Source: an optimization exercise on an open RTL-to-GDS flow (aim: small area). Production flows keep margins and buffers that such runs may drop.
Only simulation tests tie the RTL to the original design; equivalence was not proved.
No activity file was given, so power comes from the tool's default toggle rates.

## flow/run.sh

```bash
#!/bin/bash
# synth_recipe.tcl (not shown) runs the flow's synth.tcl, then flattens the netlist and writes it again
# the make line also repeats each setting of config.mk as NAME=value (left out here)
make -C /OpenROAD-flow-scripts/flow DESIGN_CONFIG=/design/flow/config.mk WORK_HOME=/design/flow/orfs CLKGATE_MAP_FILE= SYNTH_SCRIPT=/design/flow/synth_recipe.tcl finish
```

## flow/config.mk

```make
export PLATFORM = sky130hd
export DESIGN_NAME = dct2d_top
export DESIGN_NICKNAME = dct2d_top
export VERILOG_FILES = /design/flow/design.v
export SDC_FILE = /design/flow/constraint.sdc
export NUM_CORES = 4
export LEC_CHECK = 0
export CAP_MARGIN = 20
export CORE_MARGIN = 2
export CORE_UTILIZATION = 40
export SLEW_MARGIN = 20
```

## flow/constraint.sdc

```tcl
create_clock -name core_clock -period 12.0 [get_ports {clk}]
set_input_delay 2.4000 -clock core_clock [delete_from_list [all_inputs] [get_ports {clk}]]
set_output_delay 2.4000 -clock core_clock [all_outputs]
set_load 0.01 [all_outputs]
```

## flow/design.v

```verilog
module DCT_1D(in,out);
  input [63:0] in;
  output [63:0] out;
  wire [7:0] pixel [7:0];  
  wire signed [9:0] x07, x16, x25, x34, x0_7, x1_6, x2_5, x3_4;  
  assign pixel[7] = in[7:0];
  assign pixel[6] = in[15:8];
  assign pixel[5] = in[23:16];
  assign pixel[4] = in[31:24];
  assign pixel[3] = in[39:32];
  assign pixel[2] = in[47:40];
  assign pixel[1] = in[55:48];
  assign pixel[0] = in[63:56];
  assign x07 =  pixel[0] + pixel[7];
  assign x16 =  pixel[1] +  pixel[6];
  assign x25 =  pixel[2]  +  pixel[5];
  assign x34 =  pixel[3]  +  pixel[4];
  assign x0_7 =  pixel[0]  -  pixel[7];
  assign x1_6 =  pixel[1]  -  pixel[6];
  assign x2_5 =  pixel[2]  -  pixel[5];
  assign x3_4 =  pixel[3]  -  pixel[4];  
  wire signed [10:0] b1, b2, b3, b4;
  assign b1 = x07 + x34;
  assign b2 = x16 + x25;
  assign b3 = x07 - x34;
  assign b4 = x16 - x25;
    wire signed [11:0] c1, c2;
    assign c1 = b1 + b2;
    assign c2 = b1 - b2;
    wire signed [17:0] shift6_c1, shift6_c2;
    wire signed [16:0] shift5_c1, shift5_c2;
    wire signed [13:0] shift2_c1, shift2_c2;
      assign shift6_c1 = {c1, 6'b0};
      assign shift5_c1 = {c1, 5'b0};
      assign shift2_c1 = {c1, 2'b0};
      assign shift6_c2 = {c2, 6'b0};
      assign shift5_c2 = {c2, 5'b0};
      assign shift2_c2 = {c2, 2'b0};
    wire signed [18:0] z0, z4;
      assign z0 = shift6_c1 + shift5_c1 - shift2_c1 - c1;
      assign z4 = shift6_c2 + shift5_c2 - shift2_c2 - c2;
    wire signed [17:0] shift7_b3;
    wire signed [15:0] shift5_b3, shift5_b4;
    wire signed [14:0] shift4_b3, shift4_b4;
    wire signed [13:0] shift3_b3;
    wire signed [11:0] shift1_b3;
      assign shift7_b3 = {b3, 7'b0};
      assign shift5_b3 = {b3, 5'b0};
      assign shift4_b3 = {b3, 4'b0};
      assign shift3_b3 = {b3, 3'b0};
      assign shift1_b3 = {b3, 1'b0};
      assign shift5_b4 = {b4, 5'b0};
      assign shift4_b4 = {b4, 4'b0};
    wire signed [20:0] z2;
      assign z2 = shift7_b3 - shift4_b3 - shift1_b3  + shift5_b4 + shift4_b4 + b4;
      wire signed [16:0] shift7_x0_7, shift7_x1_6, shift7_x2_5;
        assign shift7_x0_7 = {x0_7, 7'b0};
        assign shift7_x1_6 = {x1_6, 7'b0};
        assign shift7_x2_5 = {x2_5, 7'b0};
      wire signed [15:0] shift6_x0_7, shift6_x1_6, shift6_x2_5, shift6_x3_4;
        assign shift6_x0_7 = {x0_7, 6'b0};
        assign shift6_x1_6 = {x1_6, 6'b0};
        assign shift6_x2_5 = {x2_5, 6'b0};
        assign shift6_x3_4 = {x3_4, 6'b0};
      wire signed [14:0] shift5_x0_7, shift5_x1_6, shift5_x3_4;
        assign shift5_x0_7 = {x0_7, 5'b0};
        assign shift5_x1_6 = {x1_6, 5'b0};
        assign shift5_x3_4 = {x3_4, 5'b0};
      wire signed [13:0] shift4_x1_6, shift4_x2_5, shift4_x3_4;
        assign shift4_x1_6 = {x1_6, 4'b0};
        assign shift4_x2_5 = {x2_5, 4'b0};
        assign shift4_x3_4 = {x3_4, 4'b0};
      wire signed [12:0] shift3_x0_7, shift3_x1_6, shift3_x2_5, shift3_x3_4;
        assign shift3_x0_7 = {x0_7, 3'b0};
        assign shift3_x1_6 = {x1_6, 3'b0};
        assign shift3_x2_5 = {x2_5, 3'b0};
        assign shift3_x3_4 = {x3_4, 3'b0};
      wire signed [10:0] shift1_x0_7, shift1_x1_6, shift1_x2_5, shift1_x3_4;
        assign shift1_x0_7 = {x0_7, 1'b0};
        assign shift1_x1_6 = {x1_6, 1'b0};
        assign shift1_x2_5 = {x2_5, 1'b0};
        assign shift1_x3_4 = {x3_4, 1'b0};
      wire signed [19:0] sharing1, sharing2;
        assign sharing1 = shift6_x0_7 + shift3_x0_7;
        assign sharing2 = shift6_x3_4 + shift3_x3_4;
      wire signed [19:0] c1x0_7, c1x1_6, c1x2_5;
        assign c1x0_7 = shift7_x0_7 - shift1_x0_7 ;
        assign c1x1_6 = shift7_x1_6 - shift1_x1_6 ;
        assign c1x2_5 = shift7_x2_5 - shift1_x2_5 ;
      wire signed [19:0] c3x0_7, c3x1_6, c3x3_4;
         assign c3x0_7 = sharing1 + shift5_x0_7 + shift1_x0_7;
         assign c3x1_6 = shift6_x1_6 + shift5_x1_6 + shift3_x1_6 + shift1_x1_6;
         assign c3x3_4 = sharing2 + shift5_x3_4; 
      wire signed [19:0] c5x0_7, c5x2_5, c5x3_4;
         assign c5x0_7 = sharing1;
         assign c5x2_5 = shift6_x2_5 + shift3_x2_5 - x2_5;
         assign c5x3_4 = sharing2 - x3_4;
      wire signed [19:0] c7x1_6, c7x2_5, c7x3_4;
         assign c7x1_6 = shift4_x1_6 + shift3_x1_6 + x1_6;
         assign c7x2_5 = shift4_x2_5 + shift3_x2_5;
         assign c7x3_4 = shift4_x3_4 + shift3_x3_4 + x3_4;
  wire signed [20:0] z1, z3, z5;
     assign z1 = c1x0_7 + c3x1_6 + c5x2_5 + c7x3_4;
     assign z3 = c3x0_7 - c7x1_6 - c1x2_5 - c5x3_4;
     assign z5 = c5x0_7 - c1x1_6 + c7x2_5 + c3x3_4;  
  assign out={z0[18:11],z1[18:11],z2[18:11],z3[18:11],z4[18:11],z5[18:11],16'b0}; 
endmodule
module DCT_2D(in,out, count1);
  input [63:0] in;
  input [2:0] count1;
  output reg [95:0] out;
  wire signed [7:0] pixel [7:0];  
  wire signed [10:0] x07, x16, x25, x34, x0_7, x1_6, x2_5, x3_4;  
  assign pixel[7] = in[7:0];
  assign pixel[6] = in[15:8];
  assign pixel[5] = in[23:16];
  assign pixel[4] = in[31:24];
  assign pixel[3] = in[39:32];
  assign pixel[2] = in[47:40];
  assign pixel[1] = in[55:48];
  assign pixel[0] = in[63:56];
  assign x07 =  pixel[0] + pixel[7];
  assign x16 =  pixel[1] +  pixel[6];
  assign x25 =  pixel[2]  +  pixel[5];
  assign x34 =  pixel[3]  +  pixel[4];
  assign x0_7 =  pixel[0]  -  pixel[7];
  assign x1_6 =  pixel[1]  -  pixel[6];
  assign x2_5 =  pixel[2]  -  pixel[5];
  assign x3_4 =  pixel[3]  -  pixel[4];
    wire signed [11:0] b1, b2, b3, b4;
    assign b1 = x07 + x34;
    assign b2 = x16 + x25;
    assign b3 = x07 - x34;
    assign b4 = x16 - x25;
    wire signed [12:0] c1, c2;
    assign c1 = b1 + b2;
    assign c2 = b1 - b2;
    wire signed [18:0] shift6_c1, shift6_c2;
    wire signed [17:0] shift5_c1, shift5_c2;
    wire signed [14:0] shift2_c1, shift2_c2;
      assign shift6_c1 = {c1, 6'b0};
      assign shift5_c1 = {c1, 5'b0};
      assign shift2_c1 = {c1, 2'b0};
      assign shift6_c2 = {c2, 6'b0};
      assign shift5_c2 = {c2, 5'b0};
      assign shift2_c2 = {c2, 2'b0};
    wire signed [19:0] z0, z4;
      assign z0 = shift6_c1 + shift5_c1 - shift2_c1 - c1;
      assign z4 = shift6_c2 + shift5_c2 - shift2_c2 - c2;
    wire signed [18:0] shift7_b3;
    wire signed [16:0] shift5_b3, shift5_b4;
    wire signed [15:0] shift4_b3, shift4_b4;
    wire signed [14:0] shift3_b3;
    wire signed [12:0] shift1_b3;
      assign shift7_b3 = {b3, 7'b0};
      assign shift5_b3 = {b3, 5'b0};
      assign shift4_b3 = {b3, 4'b0};
      assign shift3_b3 = {b3, 3'b0};
      assign shift1_b3 = {b3, 1'b0};
      assign shift5_b4 = {b4, 5'b0};
      assign shift4_b4 = {b4, 4'b0};
    wire signed [19:0] z2;
      assign z2 = shift7_b3 - shift4_b3 - shift1_b3  + shift5_b4 + shift4_b4 + b4;
    wire signed [17:0] shift7_x0_7, shift7_x1_6, shift7_x2_5;
      assign shift7_x0_7 = {x0_7, 7'b0};
      assign shift7_x1_6 = {x1_6, 7'b0};
      assign shift7_x2_5 = {x2_5, 7'b0};
    wire signed [16:0] shift6_x0_7, shift6_x1_6, shift6_x2_5, shift6_x3_4;
      assign shift6_x0_7 = {x0_7, 6'b0};
      assign shift6_x1_6 = {x1_6, 6'b0};
      assign shift6_x2_5 = {x2_5, 6'b0};
      assign shift6_x3_4 = {x3_4, 6'b0};
    wire signed [15:0] shift5_x0_7, shift5_x1_6, shift5_x3_4;
      assign shift5_x0_7 = {x0_7, 5'b0};
      assign shift5_x1_6 = {x1_6, 5'b0};
      assign shift5_x3_4 = {x3_4, 5'b0};
    wire signed [14:0] shift4_x1_6, shift4_x2_5, shift4_x3_4;
      assign shift4_x1_6 = {x1_6, 4'b0};
      assign shift4_x2_5 = {x2_5, 4'b0};
      assign shift4_x3_4 = {x3_4, 4'b0};
    wire signed [13:0] shift3_x0_7, shift3_x1_6, shift3_x2_5, shift3_x3_4;
      assign shift3_x0_7 = {x0_7, 3'b0};
      assign shift3_x1_6 = {x1_6, 3'b0};
      assign shift3_x2_5 = {x2_5, 3'b0};
      assign shift3_x3_4 = {x3_4, 3'b0};
    wire signed [11:0] shift1_x0_7, shift1_x1_6, shift1_x2_5, shift1_x3_4;
      assign shift1_x0_7 = {x0_7, 1'b0};
      assign shift1_x1_6 = {x1_6, 1'b0};
      assign shift1_x2_5 = {x2_5, 1'b0};
      assign shift1_x3_4 = {x3_4, 1'b0};
      wire signed [19:0] sharing1, sharing2;
        assign sharing1 = shift6_x0_7 + shift3_x0_7;
        assign sharing2 = shift6_x3_4 + shift3_x3_4;
      wire signed [19:0] c1x0_7, c1x1_6, c1x2_5;
        assign c1x0_7 = shift7_x0_7 - shift1_x0_7 ;
        assign c1x1_6 = shift7_x1_6 - shift1_x1_6 ;
        assign c1x2_5 = shift7_x2_5 - shift1_x2_5 ;
      wire signed [19:0] c3x0_7, c3x1_6, c3x3_4;
         assign c3x0_7 = sharing1 + shift5_x0_7 + shift1_x0_7;
         assign c3x1_6 = shift6_x1_6 + shift5_x1_6 + shift3_x1_6 + shift1_x1_6;
         assign c3x3_4 = sharing2 + shift5_x3_4; 
      wire signed [19:0] c5x0_7, c5x2_5, c5x3_4;
         assign c5x0_7 = sharing1;
         assign c5x2_5 = shift6_x2_5 + shift3_x2_5 - x2_5;
         assign c5x3_4 = sharing2 - x3_4;
      wire signed [19:0] c7x1_6, c7x2_5, c7x3_4;
         assign c7x1_6 = shift4_x1_6 + shift3_x1_6 + x1_6;
         assign c7x2_5 = shift4_x2_5 + shift3_x2_5;
         assign c7x3_4 = shift4_x3_4 + shift3_x3_4 + x3_4;
      wire signed [19:0] z1, z3, z5;
        assign z1 = c1x0_7 + c3x1_6 + c5x2_5 + c7x3_4;
        assign z3 = c3x0_7 - c7x1_6 - c1x2_5 - c5x3_4;
        assign z5 = c5x0_7 - c1x1_6 + c7x2_5 + c3x3_4;  
       always @ (*) begin
         case (count1)
          3'b011: begin  
                      if (z1[15] != z1[14])
                        out = z1[15]?
                                    {z0[16:5],12'b1000_0000_0000,z2[14:3],z3[14:3],z4[14:3],z5[14:3],24'b0} :
                                     {z0[16:5],12'b0111_1111_1111,z2[14:3],z3[14:3],z4[14:3],z5[14:3],24'b0} ;
                      else
                        out = {z0[16:5],z1[14:3],z2[14:3],z3[14:3],z4[14:3],z5[14:3],24'b0};
                  end
          3'b100: begin  
                      if (z0[15] != z0[14])
                        out =z0[15]?
                        {12'b1000_0000_0000,z1[14:3],z2[14:3],z3[14:3],z4[14:3],z5[14:3],24'b0} :
                        {12'b0111_1111_1111,z1[14:3],z2[14:3],z3[14:3],z4[14:3],z5[14:3],24'b0};
                      else
                        out = {z0[14:3],z1[14:3],z2[14:3],z3[14:3],z4[14:3],z5[14:3],24'b0};
                  end
          default: out = {z0[14:3],z1[14:3],z2[14:3],z3[14:3],z4[14:3],z5[14:3],24'b0};
          endcase
       end
endmodule
module TPmem_1
#( parameter BW = 8 )  
(  input [8*BW-1:0]  i_data,
   input	   i_enable,
   input 	   i_clk,
   input	   i_Reset,
   output reg [8*BW-1:0] o_data,
   output reg	   o_en
);
reg [4-1:0]  counter ;
reg [6*BW-1:0] array [8-1:0];  
reg [8*BW-1:0] data_out;
wire [8*BW-1:0] col [6-1:0];  
wire [3-1:0] index = counter[3-1:0];
wire [8*BW-1:0] w_data;
wire	      w_en;
always@(posedge i_clk) begin
    if(~i_Reset) begin
    counter <= 4'b0;
    o_data <= {BW{8'b0}};
    o_en <= 1'b0;
    end
    else    begin
	o_data <= w_data ;
	o_en <= w_en ;
        if(i_enable)
        counter <= counter + 4'b1;
        else begin
            if(counter[3]==1'b1)
	    counter <= counter + 4'b1;
    	    else
    	    counter <= counter ;
    	    end
    end
end
always@(posedge i_clk) begin
    if(~i_Reset) begin
	array[7] <= {BW{6'b0}};
	array[6] <= {BW{6'b0}};
	array[5] <= {BW{6'b0}};
	array[4] <= {BW{6'b0}};
	array[3] <= {BW{6'b0}};
	array[2] <= {BW{6'b0}};
	array[1] <= {BW{6'b0}};
	array[0] <= {BW{6'b0}};
    end
    else    begin
	if(i_enable) begin
	array[index] <= i_data[8*BW-1:2*BW] ;
	end
    end
end
assign col[0] = {{array[0][6*BW-1:5*BW]},{array[1][6*BW-1:5*BW]},{array[2][6*BW-1:5*BW]},{array[3][6*BW-1:5*BW]},{array[4][6*BW-1:5*BW]},{array[5][6*BW-1:5*BW]},{array[6][6*BW-1:5*BW]},{array[7][6*BW-1:5*BW]}} ;
assign col[1] = {{array[0][5*BW-1:4*BW]},{array[1][5*BW-1:4*BW]},{array[2][5*BW-1:4*BW]},{array[3][5*BW-1:4*BW]},{array[4][5*BW-1:4*BW]},{array[5][5*BW-1:4*BW]},{array[6][5*BW-1:4*BW]},{array[7][5*BW-1:4*BW]}} ;
assign col[2] = {{array[0][4*BW-1:3*BW]},{array[1][4*BW-1:3*BW]},{array[2][4*BW-1:3*BW]},{array[3][4*BW-1:3*BW]},{array[4][4*BW-1:3*BW]},{array[5][4*BW-1:3*BW]},{array[6][4*BW-1:3*BW]},{array[7][4*BW-1:3*BW]}} ;
assign col[3] = {{array[0][3*BW-1:2*BW]},{array[1][3*BW-1:2*BW]},{array[2][3*BW-1:2*BW]},{array[3][3*BW-1:2*BW]},{array[4][3*BW-1:2*BW]},{array[5][3*BW-1:2*BW]},{array[6][3*BW-1:2*BW]},{array[7][3*BW-1:2*BW]}} ;
assign col[4] = {{array[0][2*BW-1:1*BW]},{array[1][2*BW-1:1*BW]},{array[2][2*BW-1:1*BW]},{array[3][2*BW-1:1*BW]},{array[4][2*BW-1:1*BW]},{array[5][2*BW-1:1*BW]},{array[6][2*BW-1:1*BW]},{array[7][2*BW-1:1*BW]}} ;
assign col[5] = {{array[0][1*BW-1:0*BW]},{array[1][1*BW-1:0*BW]},{array[2][1*BW-1:0*BW]},{array[3][1*BW-1:0*BW]},{array[4][1*BW-1:0*BW]},{array[5][1*BW-1:0*BW]},{array[6][1*BW-1:0*BW]},{array[7][1*BW-1:0*BW]}} ;
wire [2:0] zerotoseven;
assign zerotoseven = counter[2:0];
wire write_signal;
assign write_signal = counter[3];
always@(*) begin
    if((zerotoseven<=4'd5)&&(write_signal==1'b1)) begin    
    data_out = col[index];  
    end
    else    begin
    data_out = 63'b0;  
    end
end
assign w_en = counter[3] ;
assign w_data = data_out ;
endmodule
module TPmem_2
#( parameter BW = 12 )
(  input [8*BW-1:0]  i_data,
   input	   i_enable,
   input 	   i_clk,
   input	   i_Reset,
   output reg [8*BW-1:0] o_data,
   output reg	   o_en
);
reg [4-1:0]  counter ;
reg [8*BW-1:0] array [6-1:0];  
reg [8*BW-1:0] data_out;
wire [6*BW-1:0] col [7-1:0];   
wire [3-1:0] index = counter[3-1:0] ;
wire [8*BW-1:0] w_data;
wire	      w_en;
always@(posedge i_clk) begin
    if(~i_Reset) begin
    counter <= 4'b0;
    o_data <= {BW{8'b0}};
    o_en <= 1'b0;
    end
    else    begin
	o_data <= w_data ;
	o_en <= w_en ;
        if(i_enable)
        counter <= counter + 4'b1;
        else begin
          if(counter[3]==1'b1)
	          counter <= counter + 4'b1;
    	    else
    	      counter <= counter ;
    	  end
    end
end
always@(posedge i_clk) begin
    if(~i_Reset) begin
	array[5] <= {BW{8'b0}};
	array[4] <= {BW{8'b0}};
	array[3] <= {BW{8'b0}};
	array[2] <= {BW{8'b0}};
	array[1] <= {BW{8'b0}};
	array[0] <= {BW{8'b0}};
    end
    else    begin
	if((i_enable) && (counter<=4'd5)) begin   
	array[index] <= i_data ;
	end
    end
end
assign col[0] = {{array[0][8*BW-1:7*BW]},{array[1][8*BW-1:7*BW]},{array[2][8*BW-1:7*BW]},{array[3][8*BW-1:7*BW]},{array[4][8*BW-1:7*BW]},{array[5][8*BW-1:7*BW]}}; 
assign col[1] = {{array[0][7*BW-1:6*BW]},{array[1][7*BW-1:6*BW]},{array[2][7*BW-1:6*BW]},{array[3][7*BW-1:6*BW]},{array[4][7*BW-1:6*BW]},{array[5][7*BW-1:6*BW]}}; 
assign col[2] = {{array[0][6*BW-1:5*BW]},{array[1][6*BW-1:5*BW]},{array[2][6*BW-1:5*BW]},{array[3][6*BW-1:5*BW]},{array[4][6*BW-1:5*BW]},{array[5][6*BW-1:5*BW]}}; 
assign col[3] = {{array[0][5*BW-1:4*BW]},{array[1][5*BW-1:4*BW]},{array[2][5*BW-1:4*BW]},{array[3][5*BW-1:4*BW]},{array[4][5*BW-1:4*BW]},{array[5][5*BW-1:4*BW]}}; 
assign col[4] = {{array[0][4*BW-1:3*BW]},{array[1][4*BW-1:3*BW]},{array[2][4*BW-1:3*BW]},{array[3][4*BW-1:3*BW]},{array[4][4*BW-1:3*BW]},{array[5][4*BW-1:3*BW]}}; 
assign col[5] = {{array[0][3*BW-1:2*BW]},{array[1][3*BW-1:2*BW]},{array[2][3*BW-1:2*BW]},{array[3][3*BW-1:2*BW]},{array[4][3*BW-1:2*BW]},{array[5][3*BW-1:2*BW]}}; 
wire [2:0] zerotoseven;
assign zerotoseven = counter[2:0];
wire write_signal;
assign write_signal = counter[3];
always@(*) begin
    if((zerotoseven<=4'd5)&&(write_signal==1'b1)) begin    
    data_out = {col[index], 24'b0} ;  
    end
    else    begin
    data_out = 96'b0;  
    end
end
assign w_en = counter[3] ;
assign w_data = data_out ;
endmodule
module counter1(count,clk,reset);
  input clk,reset;
  output reg [15:0]count;
  always @(posedge clk)
  begin
    if(~reset)
      count <= 16'b0; 
    else
      count <= count + 1'b1;
  end
endmodule
module counter2(count,clk,reset);
  input clk,reset;
  output reg [4:0]count;
  always @(posedge clk)
  begin
    if(~reset)
      begin count <= 5'b11111; end
    else if (count == 5'd30)
      begin count <= count; end  
    else
      begin count <= count + 1'b1; end
  end
endmodule
module dct2d_top (clk, rst_n, pix_row, coef_row);
  input clk, rst_n;
  input  [63:0] pix_row;
  output [95:0] coef_row;
  wire reset = rst_n;
  wire [4:0]global_clk; 
  wire [15:0]address1;  
  wire [63:0]DCT1_in;  
  wire [63:0]DCT1_out_, TP1_out, TP2_out, TP1_out_pre, TP2_out_pre;  
  reg  [63:0]DCT1_out;
  wire [63:0]DCT2_in;  
  wire [95:0]DCT2_out_, TP3_out, TP4_out, TP3_out_pre, TP4_out_pre;
  reg  [95:0]DCT2_out;
  wire [95:0]OUT;
  wire en1,en3_, en3;
  wire tp1_o_en, tp2_o_en, tp3_o_en, tp4_o_en;
  assign DCT1_in = pix_row;
  assign coef_row = OUT;
  DCT_1D    DCT1(DCT1_in, DCT1_out_);
  DCT_2D    DCT2(DCT2_in, DCT2_out_,address1[2:0]);
  always @ (posedge clk) begin  
    if (!reset)
      begin
        DCT1_out <= 64'b0;
        DCT2_out <= 96'b0;
      end
    else begin
        DCT1_out <= DCT1_out_;
        DCT2_out <= DCT2_out_;
    end
  end
  wire not_en1, not_en3;
  assign not_en1 = (global_clk>5'd3) &&(global_clk<5'd31) && ~en1;
  assign not_en3 = (global_clk>5'd18) &&(global_clk<5'd31)&&~en3;
  assign en3 = (global_clk>4'd10) && en3_;
  TPmem_1 TP1(DCT1_out, en1,clk,reset,TP1_out_pre, tp1_o_en);
  TPmem_1 TP2(DCT1_out,not_en1,clk,reset,TP2_out_pre, tp2_o_en);
  TPmem_2 TP3(DCT2_out, en3,clk,reset,TP3_out_pre, tp3_o_en);
  TPmem_2 TP4(DCT2_out,not_en3,clk,reset,TP4_out_pre, tp4_o_en);
  assign TP1_out = tp1_o_en? TP1_out_pre : 64'b0;
  assign TP2_out = tp2_o_en? TP2_out_pre : 64'b0;
  assign TP3_out = tp3_o_en? TP3_out_pre : 96'b0;
  assign TP4_out = tp4_o_en? TP4_out_pre : 96'b0;
  counter1  cnt1(address1,clk,reset);  
  counter2  global_cnt(global_clk,clk,reset);
  TPcontrol tp1(global_clk,address1[3:0],en1,en3_,clk,reset);
  assign DCT2_in = tp2_o_en ? TP2_out : TP1_out;
  assign OUT =  tp4_o_en ? TP4_out : TP3_out;
endmodule
module TPcontrol(global_clk,count,en1,en3,clk,reset);
input [4:0] global_clk;
input [3:0]count;
input clk,reset;
output reg en1,en3;
  always @(posedge clk)
  begin
    if (!reset)
      begin
        en1 <=1'b0;
      end
    else if(count == 4'b0001)
      en1 <= 1'b1;
    else
      begin
        if(count[2:0] == 3'b001)
          en1 <= ~en1;
      end
  end
  always @(posedge clk)
  begin
    if (!reset)
      begin
        en3 <=1'b0;
      end
    else if((count[2:0] == 3'b011)&&(global_clk>5'b01001))
        en3<=(~en3);
  end
endmodule
```

==> out/summary.txt <==
number of global-route vias before repair = 79,370
Critical Path Fanout Max = 6
top flip-flop cell by instance count after synthesis = edfxtp_1
leakage power = 0.05270 uW
most frequent cell after synthesis = edfxtp_1
status = complete, no violations
clock root cell = clkbuf_16
Die X = 544.6 um
Yosys reg bits = 2,055
Synth async-reset ratio = 0%
Setup crit end kind = flop
Rows = 198
total setup buffers inserted after CTS = 0
R2R Setup Slk = 1.76 ns
Die Ht = 544.6 um
synthesized cell area = 116,900 um^2
Worst VDD drop = 1.082 mV
slowest cell on the critical path = o311ai_0
worst endpoint required time = 12.72 ns
number of synthesized flops with an enable pin = 1,632
Initial Utilization = 40.19%
Max Clk Rate = 0.09758 GHz
worst slack at placement = 1.035 ns
Post-synth top cells = 1,632 x edfxtp_1, 1,280 x and2_1, 1,041 x inv_1
Hold WC Path Type = flop to flop
Worst slew margin = 20.79%
Wirelength per Cell = 25.24 um
r2r worst-path depth = 34
I/O Buffers = 137
yosys warns = 152
Critical Path Sink = DCT1_out[39]$_SDFF_PN0_
final instance area = 129,800 um^2
RSZ-0062 raised after global routing = no
Worst Setup SP = pix_row[16]
Setup CP Type = input port to flop
H-Tree Depth = 4
Netlist cell types = 94
Design Power = 41,760 uW
CTS buffer count = 219
share of cells above drive strength 1 = 6.287%
hold_buf cts = 0
DRT iter0 DRCs = 8,098
Layout area overhead = 11.08%
PD cells = 321.7 nW/um^2
CP max stage delay = 0.73 ns
Synth area leaders = edfxtp_1 42%, fa_1 9.7%, dfxtp_1 7.2%
Final ANT Viol Nets = 0
Post-Syn Area per Cell = 11.46 um^2
Final setup viols = 0
number of max-cap violations = 0
final worst-path cycle share = 85.40%
Syn Inst Count = 10,200
clock latency (worst-skew pair) = 0.93 ns
CORE AREA = 290,800 um^2
Yosys top cell area share = 41.93%
Post-Route Skew = 0.1210 ns
RePlAce Congestion = 0.8839
GRT Resource Usage Total = 23.81%
Period minus WS final = 10.25 ns
Startpoint Class = input port
clock-pin slew of the registers on the worst-case setup and hold paths = 0.06 ns
largest area contributor in the netlist = edfxtp_1
gr ovfl total = 0
Post-DP HPWL = 232.0 mm
Final WS setup = 1.752 ns
die area = 296,500 um^2
fillcell total = 26,580
Final Hold Fails = 0
drt pass-1 iters = 7
Worst-Margin Slew = 1.188 ns
WP data arrival = 10.96 ns
DRC = 0
CTS tree = done
largest net degree at the start of global routing = 104
reg2reg start = TP2.o_en$_SDFF_PN0_
Fin Setup TNS = 0 ns
IO Count = 162
cts repair resizes = 0
WHS Path Cells = 2
reg2reg end = DCT2_out[82]$_SDFF_PN0_
first-pass GRT wire length = 525.3 mm
Vias = 78,450
initial antenna violation count = 24
final hold slack = 0.4221 ns
clock sinks = 2,055
vias per std cell = 5.552
placed instance area = 122,400 um^2
Nets = 11,350
sequential area share after synthesis = 49.17%
cell mode on critical path = fa_1
Max Root-Sink Buffers = 4
Post-Route WL = 356.7 mm
max-slew violations = 0
hold_sp = TP4.array[1][91]$_SDFFCE_PN0P_
-- metal layers --
metal  GRT usage, %  share of wire (%)
met1          31.49                 41
met2          40.14                 48
met3          2.962                7.2
met4          8.436                3.9
met5              0             0.0031
-- worst max-delay path, delay by kind of cell --
family          cells  cell delay, ns
fa+ha+maj           8            3.18
compound gates      7            1.88
simple gates        9            1.56
buf+inv             4            0.81
xor+xnor            3            0.81
mux                 1            0.30
-- cell type report --
type,count,area (um^2),share of cell area [%]
Sequential cell,2055,57490,44.28
Clock buffer,304,6277,4.835
Tap cell,3900,4880,3.759
Clock inverter,100,1147,0.8838
Timing Repair Buffer,299,2630,2.026
Inverter,1043,3920,3.019
Multi-Input combinational cell,6426,53470,41.19
Antenna cell,3,7.507,0.005782
-- power breakdown --
| part | internal [uW] | switching [uW] | leakage [uW] |
|---|---|---|---|
| clock | 4120 | 2870 | 0.00366 |
| combinational | 10500 | 15400 | 0.0287 |
| sequential | 8370 | 549 | 0.0203 |
| total | 23000 | 18800 | 0.0527 |
-- cell families after synthesis --
family          count (synthesis)  synth area share (%)
flops                        2055                 49.17
compound gates               2107                 12.35
xor+xnor                      435                 3.314
buf+inv                      1738                 5.676
simple gates                 2605                 12.46
mux                            16                0.1413
fa+ha+maj                    1238                 16.88
other cells                     1              0.003208
-- placed cells by master, fill, tap and decap left out, types with 116 or more instances in the layout --
| master | n |
|---|---|
| buf_4 | 158 |
| dfxtp_1 | 414 |
| fa_1 | 565 |
| nor2_1 | 536 |
| ha_1 | 654 |
| inv_1 | 1041 |
| and3_1 | 398 |
| a21oi_1 | 598 |
| xnor2_1 | 311 |
| clkbuf_16 | 225 |
| o21bai_1 | 125 |
| clkdlybuf4s50_1 | 136 |
| a222oi_1 | 208 |
| a22o_1 | 133 |
| o21ai_0 | 305 |
| and2_1 | 1274 |
| xor2_1 | 116 |
| edfxtp_1 | 1632 |
| a22oi_1 | 287 |
-- registers in the layout (all words and copies together) (netlist names), 64 cells and up --
register,cells
TP3.o_data,72
TP2.o_data,64
TP1.o_data,64
TP1.array,384
TP3.array,432
DCT2_out,72
TP2.array,384
TP4.array,432
TP4.o_data,72
-- through the flow --
step                      util, %  cells
after floorplan                 -  10220
after global routing        44.64  14130
final                       44.64  14130
after detailed placement    42.07  13720
after global placement      42.06  13720
after CTS                   44.63  14130
-- worst min-delay path by stage --
stage / endpoint / slack (ns)
2_1_floorplan: cnt1.count[0]$_SDFF_PN0_ / 0.44
3_3_place_gp: TP1.o_data[59]$_SDFF_PN0_ / 0.45
3_5_place_dp: TP4.o_data[85]$_SDFF_PN0_ / 0.46
4_1_cts: TP4.o_data[79]$_SDFF_PN0_ / 0.43
5_1_grt: TP3.o_data[45]$_SDFF_PN0_ / 0.49
6_report: TP4.o_data[79]$_SDFF_PN0_ / 0.42

re-timing with driven ports:
The results above use ideal ports. As a check the final layout listed here was re-extracted and re-timed, cells and wires unchanged. Step 1 (the two cells are an assumption about what drives the block):
set clk [get_ports {clk}]
set_driving_cell -lib_cell sky130_fd_sc_hd__clkbuf_16 $clk
set_driving_cell -lib_cell sky130_fd_sc_hd__buf_2 [delete_from_list [all_inputs] $clk]
Step 2 moves the port delays by t, midway between the first and last clock arrival at a register: inputs arrive t later, outputs are due t later. That takes back most of the time a late clock gives input paths. a / b / c = ideal / step 1 / step 2; a / b = the first two.
t, ns: 0.963
setup WS [ns]: 1.752 / 1.763 / 0.864
clock arrival spread, ns: 0.122 / 0.122
slew at the worst register clock pin (ns): 0.08 / 0.08
worst slew at a driven data input, ns: 0.08
After both steps setup and hold are still met in this run. The setup slack of this run moves by +0.011 ns with the drivers and by -0.888 ns with both steps.
